Source: an optimization exercise on an open RTL-to-GDS flow (aim: small area and a short achievable clock period). Production flows keep margins and buffers that such runs may drop.
Function not checked in this run: the RTL went through the layout flow alone.
Power is estimated from default activity; no workload was simulated.

[flow/design.v]
module hdc1080_readings_to_ascii(
    i_clk, i_srst,
    i_display_temp, i_display_humid,
    i_hygro_op_mode, i_hygro_display_mode,
    o_txt_ascii_line1, o_txt_ascii_line2);
input wire i_clk;
input wire i_srst;
input wire [15:0] i_display_temp;
input wire [15:0] i_display_humid;
input wire [0:0] i_hygro_op_mode;
input wire [2:0] i_hygro_display_mode;
output wire [(16*8-1):0] o_txt_ascii_line1;
output wire [(16*8-1):0] o_txt_ascii_line2;
function automatic [7:0] ascii_of_hdigit(input [3:0] v);
    ascii_of_hdigit = (v < 4'd10) ? {4'h3, v} : (8'h37 + {4'h0, v});
endfunction
function automatic [3:0] dig(input [3:0] a, input [2:0] b);
    dig = a - {b, 1'b0} - {b[0], 3'b000};
endfunction
function automatic [18:0] x5(input [15:0] x);
    reg [18:0] a, b;
    reg c;
    integer i;
    begin
        a = {3'b000, x};
        b = {1'b0, x, 2'b00};
        c = 1'b0;
        for (i = 0; i < 19; i = i + 1) begin
            x5[i] = a[i] ^ b[i] ^ c;
            c = (a[i] & b[i]) | (a[i] & c) | (b[i] & c);
        end
    end
endfunction
function automatic [19:0] x9(input [15:0] x);
    reg [19:0] a, b;
    reg c;
    integer i;
    begin
        a = {4'b0000, x};
        b = {1'b0, x, 3'b000};
        c = 1'b0;
        for (i = 0; i < 20; i = i + 1) begin
            x9[i] = a[i] ^ b[i] ^ c;
            c = (a[i] & b[i]) | (a[i] & c) | (b[i] & c);
        end
    end
endfunction
function automatic [3:0] neg_code(input [4:0] x);
    neg_code = (x == 5'd0 || x == 5'd10) ? 4'd0 : x[3:0] + 4'd6;
endfunction
reg [15:0] r_t;
reg [15:0] r_h;
always @(posedge i_clk) begin
    r_t <= i_display_temp;
    r_h <= i_display_humid;
end
wire [11:0] c_y    = r_t[11:0];
wire [14:0] c_q2   = x5({4'h0, c_y});                    
wire [13:0] c_q1   = x5({5'h00, c_q2[10:0]});            
wire [12:0] c_q0   = x5({6'h00, c_q1[9:0]});             
wire [3:0]  c_w2   = c_q2[14:11];
wire [3:0]  c_w1   = c_q1[13:10];
wire [3:0]  c_w0   = c_q0[12:9];
wire        c_pos  = r_t[15] | r_t[14];
wire [3:0]  c_th   = r_t[15:12] - 4'd4;
wire        c_ge10 = (c_th >= 4'd10);
wire        c_k0 = (c_w0 >= 4'd2);
wire [3:0]  c_n0 = c_k0 ? c_w0 - 4'd2 : c_w0 + 4'd8;
wire        c_k1 = c_k0 && (c_w1 == 4'd9);
wire [3:0]  c_n1 = c_k1 ? 4'd0 : c_w1 + {3'b000, c_k0};
wire [4:0]  c_s2 = c_w2 + 5'd6 + c_k1;
wire        c_k2 = (c_s2 >= 5'd10);
wire [3:0]  c_n2 = c_k2 ? c_s2 - 5'd10 : c_s2[3:0];
wire [3:0]  c_d4 = c_pos ? {3'b000, c_ge10} : 4'd8;
wire [3:0]  c_d3 = c_pos ? (c_ge10 ? c_th - 4'd10 : c_th)
                         : (4'd4 + {2'b00, r_t[13:12]} + {3'b000, c_k2});
wire [3:0]  c_d2 = c_pos ? c_w2 : c_n2;
wire [3:0]  c_d1 = c_pos ? c_w1 : c_n1;
wire [3:0]  c_d0 = c_pos ? c_w0 : c_n0;
wire [14:0] f_p1 = x9({5'h00, r_t[10:0]});                
wire [13:0] f_q1 = x5({5'h00, f_p1[10:0]});               
wire [12:0] f_q0 = x5({6'h00, f_q1[9:0]});                
wire [3:0]  f_k  = f_p1[14:11];
wire [11:0] f_u;
hdc_bcd9x u_bcd9x (.i_x(r_t[15:11]), .o_bcd(f_u));               
wire [4:0]  f_s2 = f_u[3:0] + f_k;
wire        f_c2 = (f_s2 >= 5'd10);
wire        f_c3 = f_c2 && (f_u[7:4] == 4'd9);
wire [3:0]  f_v4 = f_u[11:8] + {3'b000, f_c3};
wire [3:0]  f_v3 = f_c3 ? 4'd0 : f_u[7:4] + {3'b000, f_c2};
wire [3:0]  f_v2 = f_c2 ? f_s2 - 5'd10 : f_s2[3:0];
wire [3:0]  f_v1 = f_q1[13:10];
wire [3:0]  f_v0 = f_q0[12:9];
wire        f_neg = (f_v4 == 4'd0) && (f_v3 < 4'd4);
wire        f_ge4 = (f_v3 >= 4'd4);
wire [3:0]  f_p4 = f_ge4 ? f_v4 : f_v4 - 4'd1;
wire [3:0]  f_p3d = f_ge4 ? f_v3 - 4'd4 : f_v3 + 4'd6;
wire        f_b0 = (f_v0 != 4'd0);
wire        f_b1 = f_b0 || (f_v1 != 4'd0);
wire        f_b2 = f_b1 || (f_v2 != 4'd0);
wire [3:0]  f_n3 = f_v3 + {3'b000, f_b2} - 4'd4;
wire [3:0]  f_d4 = f_neg ? 4'd0 : f_p4;
wire [3:0]  f_d3 = f_neg ? f_n3 : f_p3d;
wire [3:0]  f_d2 = f_neg ? neg_code(f_v2 + f_b1) : f_v2;
wire [3:0]  f_d1 = f_neg ? neg_code(f_v1 + f_b0) : f_v1;
wire [3:0]  f_d0 = f_neg ? neg_code({1'b0, f_v0}) : f_v0;
wire [18:0] h_q3 = x5(r_h);                               
wire [17:0] h_q2 = x5({1'b0, h_q3[14:0]});                
wire [16:0] h_q1 = x5({2'b00, h_q2[13:0]});               
wire [15:0] h_q0 = x5({3'b000, h_q1[12:0]});              
wire [3:0]  h_d3 = h_q3[18:15];
wire [3:0]  h_d2 = h_q2[17:14];
wire [3:0]  h_d1 = h_q1[16:13];
wire [3:0]  h_d0 = h_q0[15:12];
wire [7:0] s_c7  = (c_d4 == 4'h0) ? 8'h20 : ascii_of_hdigit(c_d4);
wire [7:0] s_c8  = ((c_d4 == 4'h0) && (c_d3 == 4'h0)) ? 8'h20 : ascii_of_hdigit(c_d3);
wire [7:0] s_c9  = ascii_of_hdigit(c_d2);
wire [7:0] s_c11 = ascii_of_hdigit(c_d1);
wire [7:0] s_c12 = ascii_of_hdigit(c_d0);
wire [7:0] s_f7  = (f_d4 == 4'h0) ? 8'h20 : ascii_of_hdigit(f_d4);
wire [7:0] s_f8  = ((f_d4 == 4'h0) && (f_d3 == 4'h0)) ? 8'h20 : ascii_of_hdigit(f_d3);
wire [7:0] s_f9  = ascii_of_hdigit(f_d2);
wire [7:0] s_f11 = ascii_of_hdigit(f_d1);
wire [7:0] s_f12 = ascii_of_hdigit(f_d0);
wire [7:0] s_h8  = (h_d3 == 4'h0) ? 8'h20 : ascii_of_hdigit(h_d3);
wire [7:0] s_h9  = ascii_of_hdigit(h_d2);
wire [7:0] s_h11 = ascii_of_hdigit(h_d1);
wire [7:0] s_h12 = ascii_of_hdigit(h_d0);
reg  [65:0] r_o;
wire [65:0] s_o;
hdc_sel u_sel (
    .i_op(i_hygro_op_mode[0]), .i_dm(i_hygro_display_mode),
    .i_c7(s_c7), .i_c8(s_c8), .i_c9(s_c9), .i_c11(s_c11), .i_c12(s_c12),
    .i_f7(s_f7), .i_f8(s_f8), .i_f9(s_f9), .i_f11(s_f11), .i_f12(s_f12),
    .i_h8(s_h8), .i_h9(s_h9), .i_h11(s_h11), .i_h12(s_h12),
    .o_d(s_o));
always @(posedge i_clk) r_o <= s_o;
assign o_txt_ascii_line1 = {
    1'b0, r_o[42], r_o[43], r_o[1], r_o[21], r_o[1], 1'b0, r_o[21],
    1'b0, r_o[42], 1'b1, 1'b0, 1'b0, r_o[42], 1'b0, r_o[1],
    1'b0, r_o[42], 1'b1, 1'b0, r_o[42], r_o[42], 1'b0, r_o[1],
    1'b0, r_o[42], 1'b1, r_o[1], 1'b0, r_o[21], 1'b0, r_o[21],
    1'b0, 1'b0, 1'b1, 1'b0, r_o[21], r_o[21], r_o[21], 1'b0,
    1'b0, 1'b0, 1'b1, r_o[1], r_o[1], 1'b0, r_o[1], 1'b0,
    1'b0, r_o[21], r_o[41], r_o[18], 1'b0, r_o[38], 1'b0, r_o[38],
    1'b0, r_o[21], 1'b1, r_o[40], r_o[39], r_o[38], r_o[37], r_o[36],
    1'b0, r_o[35], r_o[34], r_o[33], r_o[32], r_o[31], r_o[30], r_o[29],
    1'b0, r_o[28], r_o[27], r_o[26], r_o[25], r_o[24], r_o[23], r_o[22],
    1'b0, r_o[21], 1'b1, r_o[18], r_o[20], r_o[20], r_o[19], r_o[18],
    1'b0, r_o[17], r_o[16], r_o[15], r_o[14], r_o[13], r_o[12], r_o[11],
    1'b0, r_o[10], r_o[9], r_o[8], r_o[7], r_o[6], r_o[5], r_o[4],
    1'b0, 1'b0, 1'b1, r_o[1], 1'b0, 1'b0, 1'b0, 1'b0,
    1'b0, 1'b0, 1'b1, r_o[1], 1'b0, 1'b0, 1'b0, 1'b0,
    1'b0, r_o[1], r_o[3], 1'b0, 1'b0, r_o[2], r_o[1], r_o[0]
};
assign o_txt_ascii_line2 = {
    1'b0, r_o[64], r_o[65], r_o[38], r_o[44], 1'b0, r_o[38], r_o[21],
    1'b0, r_o[53], 1'b1, r_o[53], 1'b0, r_o[53], r_o[38], r_o[53],
    1'b0, r_o[64], 1'b1, 1'b0, r_o[53], r_o[44], r_o[18], r_o[53],
    1'b0, r_o[64], 1'b1, r_o[21], r_o[44], r_o[21], 1'b0, r_o[63],
    1'b0, r_o[64], 1'b1, r_o[18], 1'b0, r_o[63], r_o[38], r_o[38],
    1'b0, r_o[21], 1'b1, r_o[63], r_o[53], r_o[18], r_o[44], 1'b0,
    1'b0, r_o[18], 1'b1, 1'b0, r_o[18], r_o[18], r_o[18], r_o[18],
    1'b0, r_o[21], 1'b1, r_o[38], r_o[21], r_o[18], r_o[21], 1'b0,
    1'b0, r_o[38], 1'b1, r_o[62], r_o[61], r_o[60], r_o[59], r_o[58],
    1'b0, r_o[38], 1'b1, r_o[53], r_o[57], r_o[56], r_o[55], r_o[54],
    1'b0, r_o[38], 1'b1, 1'b0, r_o[53], r_o[53], r_o[53], r_o[38],
    1'b0, 1'b0, 1'b1, r_o[44], r_o[52], r_o[51], r_o[50], r_o[49],
    1'b0, 1'b0, 1'b1, r_o[44], r_o[48], r_o[47], r_o[46], r_o[45],
    1'b0, 1'b0, 1'b1, r_o[44], 1'b0, 1'b0, 1'b0, 1'b0,
    1'b0, 1'b0, 1'b1, r_o[44], 1'b0, 1'b0, 1'b0, 1'b0,
    1'b0, 1'b0, 1'b1, 1'b0, 1'b0, r_o[44], 1'b0, r_o[44]
};
endmodule
module hdc_sel(
    input  wire       i_op,
    input  wire [2:0] i_dm,
    input  wire [7:0] i_c7, i_c8, i_c9, i_c11, i_c12,
    input  wire [7:0] i_f7, i_f8, i_f9, i_f11, i_f12,
    input  wire [7:0] i_h8, i_h9, i_h11, i_h12,
    output reg  [65:0] o_d);
wire k_noop = ~i_op;
wire k_nd   = i_op & ((i_dm == 3'd0) | (i_dm == 3'd6) | (i_dm == 3'd7));
wire k_m1   = i_op & (i_dm == 3'd1);
wire k_m2   = i_op & (i_dm == 3'd2);
wire k_m3   = i_op & (i_dm == 3'd3);
wire k_m4   = i_op & (i_dm == 3'd4);
wire k_m5   = i_op & (i_dm == 3'd5);
always @* begin
    o_d[0] = (k_m1 | k_m3);
    o_d[1] = (k_m1 | k_m2 | k_m3 | k_m4);
    o_d[2] = (k_m2 | k_m4);
    o_d[3] = (k_noop | k_nd | k_m5);
    o_d[4] = ((k_m1 | k_m3) & i_c12[0]) | ((k_m2 | k_m4) & i_f12[0]);
    o_d[5] = ((k_m1 | k_m3) & i_c12[1]) | ((k_m2 | k_m4) & i_f12[1]);
    o_d[6] = ((k_m1 | k_m3) & i_c12[2]) | ((k_m2 | k_m4) & i_f12[2]);
    o_d[7] = ((k_m1 | k_m3) & i_c12[3]) | ((k_m2 | k_m4) & i_f12[3]);
    o_d[8] = ((k_m1 | k_m3) & i_c12[4]) | ((k_m2 | k_m4) & i_f12[4]);
    o_d[9] = (k_noop | k_nd | k_m5) | ((k_m1 | k_m3) & i_c12[5]) | ((k_m2 | k_m4) & i_f12[5]);
    o_d[10] = ((k_m1 | k_m3) & i_c12[6]) | ((k_m2 | k_m4) & i_f12[6]);
    o_d[11] = k_noop | ((k_m1 | k_m3) & i_c11[0]) | ((k_m2 | k_m4) & i_f11[0]);
    o_d[12] = ((k_m1 | k_m3) & i_c11[1]) | ((k_m2 | k_m4) & i_f11[1]);
    o_d[13] = k_noop | ((k_m1 | k_m3) & i_c11[2]) | ((k_m2 | k_m4) & i_f11[2]);
    o_d[14] = ((k_m1 | k_m3) & i_c11[3]) | ((k_m2 | k_m4) & i_f11[3]);
    o_d[15] = ((k_m1 | k_m3) & i_c11[4]) | ((k_m2 | k_m4) & i_f11[4]);
    o_d[16] = (k_noop | k_nd | k_m5) | ((k_m1 | k_m3) & i_c11[5]) | ((k_m2 | k_m4) & i_f11[5]);
    o_d[17] = k_noop | ((k_m1 | k_m3) & i_c11[6]) | ((k_m2 | k_m4) & i_f11[6]);
    o_d[18] = k_nd;
    o_d[19] = (k_nd | k_m1 | k_m2 | k_m3 | k_m4);
    o_d[20] = (k_noop | k_m1 | k_m2 | k_m3 | k_m4);
    o_d[21] = (k_noop | k_nd);
    o_d[22] = k_nd | ((k_m1 | k_m3) & i_c9[0]) | ((k_m2 | k_m4) & i_f9[0]);
    o_d[23] = (k_noop | k_nd) | ((k_m1 | k_m3) & i_c9[1]) | ((k_m2 | k_m4) & i_f9[1]);
    o_d[24] = ((k_m1 | k_m3) & i_c9[2]) | ((k_m2 | k_m4) & i_f9[2]);
    o_d[25] = ((k_m1 | k_m3) & i_c9[3]) | ((k_m2 | k_m4) & i_f9[3]);
    o_d[26] = k_nd | ((k_m1 | k_m3) & i_c9[4]) | ((k_m2 | k_m4) & i_f9[4]);
    o_d[27] = (k_noop | k_nd | k_m5) | ((k_m1 | k_m3) & i_c9[5]) | ((k_m2 | k_m4) & i_f9[5]);
    o_d[28] = (k_noop | k_nd) | ((k_m1 | k_m3) & i_c9[6]) | ((k_m2 | k_m4) & i_f9[6]);
    o_d[29] = (k_noop | k_nd) | ((k_m1 | k_m3) & i_c8[0]) | ((k_m2 | k_m4) & i_f8[0]);
    o_d[30] = ((k_m1 | k_m3) & i_c8[1]) | ((k_m2 | k_m4) & i_f8[1]);
    o_d[31] = k_nd | ((k_m1 | k_m3) & i_c8[2]) | ((k_m2 | k_m4) & i_f8[2]);
    o_d[32] = ((k_m1 | k_m3) & i_c8[3]) | ((k_m2 | k_m4) & i_f8[3]);
    o_d[33] = ((k_m1 | k_m3) & i_c8[4]) | ((k_m2 | k_m4) & i_f8[4]);
    o_d[34] = (k_noop | k_nd | k_m5) | ((k_m1 | k_m3) & i_c8[5]) | ((k_m2 | k_m4) & i_f8[5]);
    o_d[35] = (k_noop | k_nd) | ((k_m1 | k_m3) & i_c8[6]) | ((k_m2 | k_m4) & i_f8[6]);
    o_d[36] = ((k_m1 | k_m3) & i_c7[0]) | ((k_m2 | k_m4) & i_f7[0]);
    o_d[37] = (k_noop | k_nd) | ((k_m1 | k_m3) & i_c7[1]) | ((k_m2 | k_m4) & i_f7[1]);
    o_d[38] = k_noop;
    o_d[39] = k_noop | ((k_m1 | k_m3) & i_c7[3]) | ((k_m2 | k_m4) & i_f7[3]);
    o_d[40] = k_nd | ((k_m1 | k_m3) & i_c7[4]) | ((k_m2 | k_m4) & i_f7[4]);
    o_d[41] = (k_m1 | k_m2 | k_m3 | k_m4 | k_m5);
    o_d[42] = (k_noop | k_nd | k_m1 | k_m2 | k_m3 | k_m4);
    o_d[43] = k_m5;
    o_d[44] = (k_m1 | k_m2 | k_m5);
    o_d[45] = ((k_m1 | k_m2 | k_m5) & i_h12[0]);
    o_d[46] = ((k_m1 | k_m2 | k_m5) & i_h12[1]);
    o_d[47] = ((k_m1 | k_m2 | k_m5) & i_h12[2]);
    o_d[48] = ((k_m1 | k_m2 | k_m5) & i_h12[3]);
    o_d[49] = ((k_m1 | k_m2 | k_m5) & i_h11[0]);
    o_d[50] = k_noop | ((k_m1 | k_m2 | k_m5) & i_h11[1]);
    o_d[51] = k_noop | ((k_m1 | k_m2 | k_m5) & i_h11[2]);
    o_d[52] = k_noop | ((k_m1 | k_m2 | k_m5) & i_h11[3]);
    o_d[53] = (k_noop | k_m1 | k_m2 | k_m5);
    o_d[54] = ((k_m1 | k_m2 | k_m5) & i_h9[0]);
    o_d[55] = k_noop | ((k_m1 | k_m2 | k_m5) & i_h9[1]);
    o_d[56] = ((k_m1 | k_m2 | k_m5) & i_h9[2]);
    o_d[57] = ((k_m1 | k_m2 | k_m5) & i_h9[3]);
    o_d[58] = k_noop | ((k_m1 | k_m2 | k_m5) & i_h8[0]);
    o_d[59] = k_nd | ((k_m1 | k_m2 | k_m5) & i_h8[1]);
    o_d[60] = (k_noop | k_nd) | ((k_m1 | k_m2 | k_m5) & i_h8[2]);
    o_d[61] = k_nd | ((k_m1 | k_m2 | k_m5) & i_h8[3]);
    o_d[62] = ((k_m1 | k_m2 | k_m5) & i_h8[4]);
    o_d[63] = (k_nd | k_m1 | k_m2 | k_m5);
    o_d[64] = (k_noop | k_nd | k_m1 | k_m2 | k_m5);
    o_d[65] = (k_noop | k_nd | k_m3 | k_m4);
end
endmodule
module hdc_bcd9x(input wire [4:0] i_x, output reg [11:0] o_bcd);
always @*
    case (i_x)
        5'd0: o_bcd = 12'h000;
        5'd1: o_bcd = 12'h009;
        5'd2: o_bcd = 12'h018;
        5'd3: o_bcd = 12'h027;
        5'd4: o_bcd = 12'h036;
        5'd5: o_bcd = 12'h045;
        5'd6: o_bcd = 12'h054;
        5'd7: o_bcd = 12'h063;
        5'd8: o_bcd = 12'h072;
        5'd9: o_bcd = 12'h081;
        5'd10: o_bcd = 12'h090;
        5'd11: o_bcd = 12'h099;
        5'd12: o_bcd = 12'h108;
        5'd13: o_bcd = 12'h117;
        5'd14: o_bcd = 12'h126;
        5'd15: o_bcd = 12'h135;
        5'd16: o_bcd = 12'h144;
        5'd17: o_bcd = 12'h153;
        5'd18: o_bcd = 12'h162;
        5'd19: o_bcd = 12'h171;
        5'd20: o_bcd = 12'h180;
        5'd21: o_bcd = 12'h189;
        5'd22: o_bcd = 12'h198;
        5'd23: o_bcd = 12'h207;
        5'd24: o_bcd = 12'h216;
        5'd25: o_bcd = 12'h225;
        5'd26: o_bcd = 12'h234;
        5'd27: o_bcd = 12'h243;
        5'd28: o_bcd = 12'h252;
        5'd29: o_bcd = 12'h261;
        5'd30: o_bcd = 12'h270;
        5'd31: o_bcd = 12'h279;
        default: o_bcd = 12'h000;
    endcase
endmodule
[flow/flow/run.sh]
#!/bin/bash
# Standard layout (standard.sh, with config.mk's settings) with these changes:
#  - synthesis is the standard flow's script with ABC mapping by flow/abc.script (dc2
#    restructuring, then area-oriented mapping twice), and adders are left to
#    ABC (no full/half adder cell extraction),
#  - ports are buffered with sky130_fd_sc_hd__buf_1,
#  - constant outputs share one tie cell per value,
#  - repair_timing aims for 12.5 ns of setup slack.
set -euo pipefail
W=$PWD
export FLOW_ABC_SCRIPT=$W/flow/abc.script
bash standard.sh SYNTH_SCRIPT=$W/flow/synth.tcl ADDER_MAP_FILE= \
  'BUFFER_PORTS_ARGS=-buffer_cell sky130_fd_sc_hd__buf_1' \
  SETUP_SLACK_MARGIN=12.5 SKIP_REPAIR_TIE_FANOUT=1 finish > standard_flow.log 2>&1
[flow/flow/abc.script]
strash
dc2
dch
map -B 0.9
strash
dch
map -B 0.9
topo
stime -c
buffer -c
upsize -c
dnsize -c
[flow/flow/synth.tcl]
# The standard flow's synthesis script (synth_recipe.tcl), with ABC run on this flow's own
# mapping script (flow/abc.script) in place of ORFS's.
proc synth {args} { yosys synth -nofsm -noshare {*}$args }
proc abc {args} {
  set i [lsearch -exact $args -script]
  if {$i >= 0} { lset args [expr {$i + 1}] $::env(FLOW_ABC_SCRIPT) }
  yosys abc {*}$args
}
source $::env(SCRIPTS_DIR)/synth.tcl
# left out here: clear keep_hierarchy, flatten, clean up, hide names made inside functions, write 1_2_yosys.v
[flow/standard.sh]
#!/bin/bash
# synth_recipe.tcl (not shown) runs the flow's synth.tcl, then flattens the netlist and writes it again
# the make line also repeats each setting of config.mk as NAME=value (left out here)
make -C /OpenROAD-flow-scripts/flow DESIGN_CONFIG=/design/flow/config.mk WORK_HOME=/design/flow/orfs CLKGATE_MAP_FILE= SYNTH_SCRIPT=/design/flow/synth_recipe.tcl "${@:-finish}"
[flow/config.mk]
export PLATFORM = sky130hd
export DESIGN_NAME = hdc1080_readings_to_ascii
export DESIGN_NICKNAME = hdc1080_readings_to_ascii
export VERILOG_FILES = /design/flow/design.v
export SDC_FILE = /design/flow/constraint.sdc
export NUM_CORES = 4
export LEC_CHECK = 0
export ABC_AREA = 1
export CAP_MARGIN = 20
export CORE_MARGIN = 2
export CORE_UTILIZATION = 40
export SLEW_MARGIN = 20
export SYNTH_HIERARCHICAL = 1
[flow/constraint.sdc]
create_clock -name core_clock -period 17.0 [get_ports {i_clk}]
set_input_delay 3.4000 -clock core_clock [delete_from_list [all_inputs] [get_ports {i_clk}]]
set_output_delay 3.4000 -clock core_clock [all_outputs]
set_load 0.01 [all_outputs]
==> flow_metrics.py <==
metrics = {
    "floorplan": {
        "fp.dieW_microns": 158,
        "rows": 56,
        "initial_core_util": 0.406,
        "core-area_sq_um": 23400,
        "boundaryPins": 294,
        "die_area_sq_um": 25000,
        "die_h_microns": 158,
    },
    "hold_path": {
        "min_path_type": "reg -> reg",
    },
    "cts": {
        "clock_path_buffers": 2,
        "cts_tree": "built",
        "cts_max_level": 3,
        "clkSinkCount": 98,
        "holdBufCountCts": 0,
        "cts-root-buf": "clkbuf_16",
        "insertion_delay_ns": 0.37,
        "cts_inserted_buffers": 9,
        "clkTransAtPathRegs_ns": 0.08,
    },
    "timing": {
        "hold_violations": 0,
        "rsz0062_at_grt": "false",
        "max_freq_mhz": 227,
        "finalCriticalPeriod_ns": 4.41,
        "relSlewSlack": 0.507,
        "fin_skew_ns": 0.0154,
        "worst_slew_pin_slew_ns": 0.737,
        "period_share": 0.259,
        "tns_ns": 0,
        "slew_viol_final": 0,
        "setup_violations": 0,
    },
    "placement": {
        "port_buffers": 183,
        "gp_congestion": 0.858,
        "dp_hpwl_microns": 17000,
    },
    "global_routing": {
        "grt_pass1_wl_microns": 34100,
        "first_global_vias": 7200,
        "antenna_found_initial": 1,
        "overflow": 0,
        "grt.total_usage": 0.169,
        "grt_max_degree": 91,
    },
    "run": {
        "maxCapViolations": 0,
    },
    "outcome": {
        "status": "no timing/DRC/antenna violations",
    },
    "detailed_routing": {
        "drt-total-wl_microns": 21500,
        "dr.pass1.iters": 6,
        "vias": 8383,
        "drtIter0Drc": 508,
        "drc": 0,
        "ant_nets": 0,
        "wl_per_cell_microns": 11.4,
        "viasPerCell": 4.46,
    },
    "synthesis": {
        "postSynthAreaPerCell_sq_um": 6.04,
        "netlist_instances": 1572,
        "yosysWarnings": 9,
        "syn_area_sq_um": 9490,
        "synth.net_count": 1610,
    },
    "layout": {
        "n_antenna_cell": 0,
        "fin_nets": 1593,
        "fill_cells": 2572,
        "utilization": 0.400,
        "area_growth_pct": -1.29,
        "final_layout_size_suffix_gt1_frac": 0.0949,
    },
    "setup_path": {
        "cp.buffers_inverters": 1,
        "startpoint_type": "input pin",
        "crit_required_ns": 17.19,
        "critPathTopFamily": "compound AO/OA/AOI/OAI gates",
        "crit_path_max_incr_delay_ns": 0.45,
        "worstSetupPathType": "in -> reg",
        "crit_fanout": 8,
        "cp_slowest_cell": "a21oi_2",
        "crit_chain": "buf_1 -> o21ai_0 -> a21oi_2 -> nand3_1",
        "worstSetupEndpointType": "register",
        "crit_arrival_ns": 4.60,
    },
    "power_and_ir_drop": {
        "power_leakage_nw": 5.04,
        "power.total_mw": 1.27,
        "ir_worst_vdd_mv": 0.0815,
        "power_density_nw_per_um2": 135,
    },
}
[where the power goes]
part	leakage, nW	switching [mW]	internal (mW)
clock	0.141	0.106	0.107
combinational	4.08	0.526	0.261
sequential	0.818	0.0172	0.253
total	5.04	0.649	0.621
[flip-flops by register name, indices dropped and copies added (netlist names)]
signal,count
r_h,16
r_t,16
r_o,66
[tightest hold or removal path: stages, from the launching register on]
cell	delay, ns
dfxtp_1	0.35
inv_1	0.06
nor2_1	0.04
nand2_1	0.05
nand2_1	0.04
[worst paths after layout]
path                           startpoint         endpoint  slack [ns]  cells past startpoint
hold reg to reg           r_h[15]$_DFF_P_  r_o[61]$_DFF_P_        0.58                      4
setup reg to reg           r_t[2]$_DFF_P_  r_o[23]$_DFF_P_       12.92                     26
hold / removal            r_h[15]$_DFF_P_  r_o[61]$_DFF_P_        0.58                      4
setup / recovery  i_hygro_display_mode[0]  r_o[23]$_DFF_P_       12.59                      4
[layer usage]
metal  vias to the layer above  track usage  routed length (microns)
met3                        15       0.0367                     1060
met5                         -            0                       13
met1                      3585        0.220                    10400
li1                       4596            -                        -
met2                       185        0.285                     9830
met4                         2       0.0395                      233
[what timing repair did]
action	CTS	global route
setup buffers	0	8
gates cloned	1	0
pin swaps	1	4
gates resized for setup	7	13
setup endpoints to repair	89	50
[final cells by class]
cell class | instances | area (sq um) | share of cell area
multi-input combinational | 1052 | 5180 | 0.553
sequential | 98 | 1980 | 0.211
inverter | 203 | 764 | 0.0816
timing repair buffer | 191 | 749 | 0.0800
tap | 319 | 399 | 0.0426
clock buffer | 10 | 239 | 0.0255
clock inverter | 6 | 57.6 | 0.00614
[per-stage QoR]
stage	hold WS [ns]	worst slack, ns	std cells	instance area [sq um]
after floorplan	0.534	12.78	1572	9490
after global placement	0.574	11.84	1854	8960
after CTS	0.576	12.51	1871	9270
after detailed placement	0.571	11.81	1854	8960
after global routing	0.611	12.50	1879	9370
final	0.575	12.59	1879	9370
[layout by cell type (no fill, tap or decap), types with 8 or more instances in the layout]
master / instances
a21oi_1: 19
o21ai_0: 33
inv_2: 9
buf_1: 181
xnor2_1: 21
clkbuf_16: 9
nand3_1: 98
nor2_1: 89
nand4_1: 21
nand2_2: 26
o21ai_1: 12
nand2_1: 576
dfxtp_1: 87
dfxtp_2: 10
nand3_2: 14
buf_4: 8
inv_1: 191
xor2_1: 41
nor2_2: 17

## re-timing with driven ports
The results above use ideal ports. As a check the final layout listed here was re-extracted and re-timed, cells and wires unchanged. Step 1 sets driving cells, clkbuf_16 on the clock port and buf_2 on the other inputs (assumed; they add their load-dependent delay and slew). Step 2, shift: input delay + t, output delay - t, t = (earliest + latest rising clock arrival at the registers) / 2. This alone moves slack from input paths to output paths. Three values: ideal, step 1, step 2; two values: the first two.
t (ns): 0.404
setup WS [ns]: 12.592 / 12.571 / 12.207
worst hold slack (ns): 0.575 / 0.575 / 0.575
worst setup path at the end: input to register
clock arrival spread, ns: 0.015 / 0.016
After both steps setup and hold are still met in this run. The setup slack of this run moves by -0.021 ns with the drivers and by -0.385 ns with both steps.
